This is an optimization exercise on Yosys and OpenROAD, whose aim is small area and a short achievable clock period, not a production implementation.
In this exercise RTL edits were held to simulation tests only and were not proved equivalent to the original.
No activity file was given, so power comes from the tool's default toggle rates.

Setup of gamma:
Design write_back, start of the top module:
module write_back(clk,rst,instr,pos_show,pc,show);
input clk, rst;
input [31:0]instr;
input [3:0]pos_show;
output [3:0]pc;
output reg [15:0]show;
reg [31:0] r_n [1:15];             
reg [3:0]  PC;
reg [3:0]  dest_ex;
reg        we_ex;
reg        c_flag;
reg [31:0] opr1, opr2_raw;
reg [4:0]  amt_ex;
reg        left_ex, fill_ex;
reg        arith_ex, sub_ex, adc_ex, m_ex, cupd_ex;
reg [3:0]  tt_ex;
assign pc = PC;
wire [3:0] op   = instr[24:21];
wire [3:0] rn   = instr[19:16];
wire [3:0] rd   = instr[15:12];
wire [3:0] rm   = instr[3:0];
wire [3:0] rs   = instr[11:8];
wire       imm_form = instr[25];
wire       left = instr[5];
wire inv_a = (op == 4'b0011) | (op == 4'b0111);
wire inv_b = (op == 4'b0010) | (op == 4'b0110);
wire arith = (op[3:2] == 2'b01) | (op[3:1] == 3'b001) | (op[3:1] == 3'b101);
wire sub   = (op == 4'b0010) | (op == 4'b0011);
wire adc   = (op == 4'b0101);
wire m     = (op == 4'b0110) | (op == 4'b0111);
wire cupd  = (op[3:1] == 3'b010) | (op[3:1] == 3'b101);
reg [3:0] tt;                        
always @(*) begin
    case (op)
    4'b0000, 4'b1000: tt = 4'b1000;
    4'b0001, 4'b1001: tt = 4'b0110;
    4'b1100:          tt = 4'b1110;
    4'b1101:          tt = 4'b1100;
    4'b1110:          tt = 4'b0010;
    4'b1111:          tt = 4'b0011;
  ...
Size: about 4100 cells after synthesis, roughly 34000 µm² of cells after synthesis.
==> flow/config.mk <==
export PLATFORM = sky130hd
export DESIGN_NAME = write_back
export DESIGN_NICKNAME = write_back
export VERILOG_FILES = /design/flow/design.v
export SDC_FILE = /design/flow/constraint.sdc
export NUM_CORES = 4
export LEC_CHECK = 0
export ABC_AREA = 1
export CAP_MARGIN = 20
export CORE_MARGIN = 2
export CORE_UTILIZATION = 48
export CTS_CLUSTER_DIAMETER = 100
export CTS_CLUSTER_SIZE = 22
export SLEW_MARGIN = 20
export TNS_END_PERCENT = 100
==> flow/constraint.sdc <==
create_clock -name core_clock -period 10.0 [get_ports {clk}]
set_input_delay 2.0000 -clock core_clock [delete_from_list [all_inputs] [get_ports {clk}]]
set_output_delay 2.0000 -clock core_clock [all_outputs]
set_load 0.01 [all_outputs]
standard.sh (not shown) runs the stock make flow with config.mk's settings and CLKGATE_MAP_FILE= SYNTH_SCRIPT=/design/flow/synth_recipe.tcl, a recipe that flattens the netlist after the stock synthesis.
==> flow/flow/run.sh <==
#!/bin/bash
set -euo pipefail
export SETUP_SLACK_MARGIN=6.1
bash standard.sh > standard_flow.log 2>&1
The flow did not stop early for gamma: all stages ran, and the layout cleared the timing, design-rule and antenna checks.
The following lists how alpha was set up differently from gamma:
Settings: CORE_UTILIZATION now 70, was 48.
### Flow results
[compare] base=gamma new=alpha: worst setup slack after placement higher, quantity of gates resized following cts has decreased, fraction of synthesized cell area in xor and xnor cells ~0 delta, area after synthesis closely matched the old numbers.
In the reports for alpha and gamma, the larger area of placed instances belongs to gamma.
alpha is listed as incomplete: the tool reported an error in global routing (5_1_grt) and the run ended there.
gamma ran to completion and came out clean on the timing, design-rule and antenna checks.
Compared with gamma, alpha shows a lower vertical die dimension.
Initial cell density of the core was lower in gamma than in alpha.
alpha vs gamma, cell total after placement went down by about 7%.

## v31
Starting RTL as in the previous note.
clock: 10.0 ns
lec_check: 0
abc_area: 1
cap_margin: 20
core_margin: 2
core_utilization: 48
cts_cluster_diameter: 100
cts_cluster_size: 22
slew_margin: 20
tns_end_percent: 0
Scripts as last shown in full above: flow/flow/run.sh
v31 reached the end of the flow, and the finished layout is clean on the timing, design-rule and antenna checks.
> inputs changed (v31 -> v16)
# v31
export LEC_CHECK = 0
export ABC_AREA = 1
export CAP_MARGIN = 20
export CORE_MARGIN = 2
export CORE_UTILIZATION = 48
export CTS_CLUSTER_DIAMETER = 100
export CTS_CLUSTER_SIZE = 22
export SLEW_MARGIN = 20
export TNS_END_PERCENT = 0
create_clock -name core_clock -period 10.0 [get_ports {clk}]
# v16
export LEC_CHECK = 0
export ABC_AREA = 1
export CAP_MARGIN = 20
export CORE_MARGIN = 2
export CORE_UTILIZATION = 55
export CTS_CLUSTER_DIAMETER = 100
export CTS_CLUSTER_SIZE = 22
export SLEW_MARGIN = 20
export TNS_END_PERCENT = 100
create_clock -name core_clock -period 10.0 [get_ports {clk}]
--- outcome ---
v16 did not stop at any stage, and its layout met the timing, design-rule and antenna checks.
Re growth of design area from synthesis to finish: v16 and v31 aren't equal, and the higher value belongs to v16.
For v31, the slowest stage cell on the critical path was buf_4, unlike v16, where it was a41oi_2.
Sort v16 and v31 by peak fanout along the critical path asc -> top: v16
opr1[12]$_DFF_P_ as the termination of the worst setup path was reported by v16, and r_n[4][17]$_DFFE_PP_ by v31.
Going from v31 to v16, net switching power of the design grows by 3.5%.
Setup changes, v16 to v57
# v16
export LEC_CHECK = 0
export ABC_AREA = 1
export CAP_MARGIN = 20
export CORE_MARGIN = 2
export CORE_UTILIZATION = 55
export CTS_CLUSTER_DIAMETER = 100
export CTS_CLUSTER_SIZE = 22
export SLEW_MARGIN = 20
export TNS_END_PERCENT = 100
create_clock -name core_clock -period 10.0 [get_ports {clk}]
# v57
export LEC_CHECK = 0
export ABC_AREA = 1
export CAP_MARGIN = 20
export CORE_MARGIN = 2
export CORE_UTILIZATION = 42
export CTS_CLUSTER_DIAMETER = 100
export CTS_CLUSTER_SIZE = 22
export SLEW_MARGIN = 20
export TNS_END_PERCENT = 0
create_clock -name core_clock -period 10.0 [get_ports {clk}]
[summary]
- On v57: combined buffer and inverter count along the critical path is 1 lower than what v16 gave.
- Taking v16 as the reference point, the switching power as a share of total power of v57 falls by 0.85 points.
- v57 against v16: worst reg-to-reg path cell count has decreased, highest clock frequency the design can meet has decreased.
- In the tables for v57 and v16, global-route wire length before repair reads lower with v57.
- Multi-input gate share of the layout cell area, v57 and v16: smaller value in v57
- v16 -> v57: routability-driven placement congestion ratio decreased by a few percent
- Fraction of area in clock buffers and inverters, v57 and v16, lower one = v57.
- v57 vs v16: final area down

-- port drivers added, routing unchanged --
In the flow no input, the clock included, has a driving cell. The finished layouts below were timed again as built, in two steps. Step 1, drivers: a clkbuf_16 drives clk and a buf_2 each remaining input, both assumed. Step 2 adds t to the input delays and takes it off the output delays; t is the mean of the earliest and latest rising clock arrival at the registers after step 1. Input paths then give back, and output paths get back, about the clock's delay inside the block. Three values: no drivers, after step 1, after step 2; two values: the first two.
run	t, ns	slack for setup (ns)	hold WS [ns]	latest minus earliest clock arrival (ns)	slew at the worst register clock pin (ns)
gamma	0.663	5.997 / 6.042 / 5.378	0.457 / 0.457 / 0.457	0.041 / 0.041	0.10 / 0.10
v31	0.664	5.877 / 5.918 / 5.254	0.447 / 0.447 / 0.447	0.059 / 0.059	0.10 / 0.10
v16	0.669	5.943 / 5.942 / 5.273	0.467 / 0.467 / 0.467	0.050 / 0.050	0.10 / 0.10
v57	0.709	5.712 / 5.755 / 5.046	0.462 / 0.462 / 0.462	0.055 / 0.055	0.11 / 0.11
After both steps setup and hold are still met in every run listed. The setup slack of v16, which loses most, moves by -0.001 ns with the drivers and by -0.670 ns with both steps.
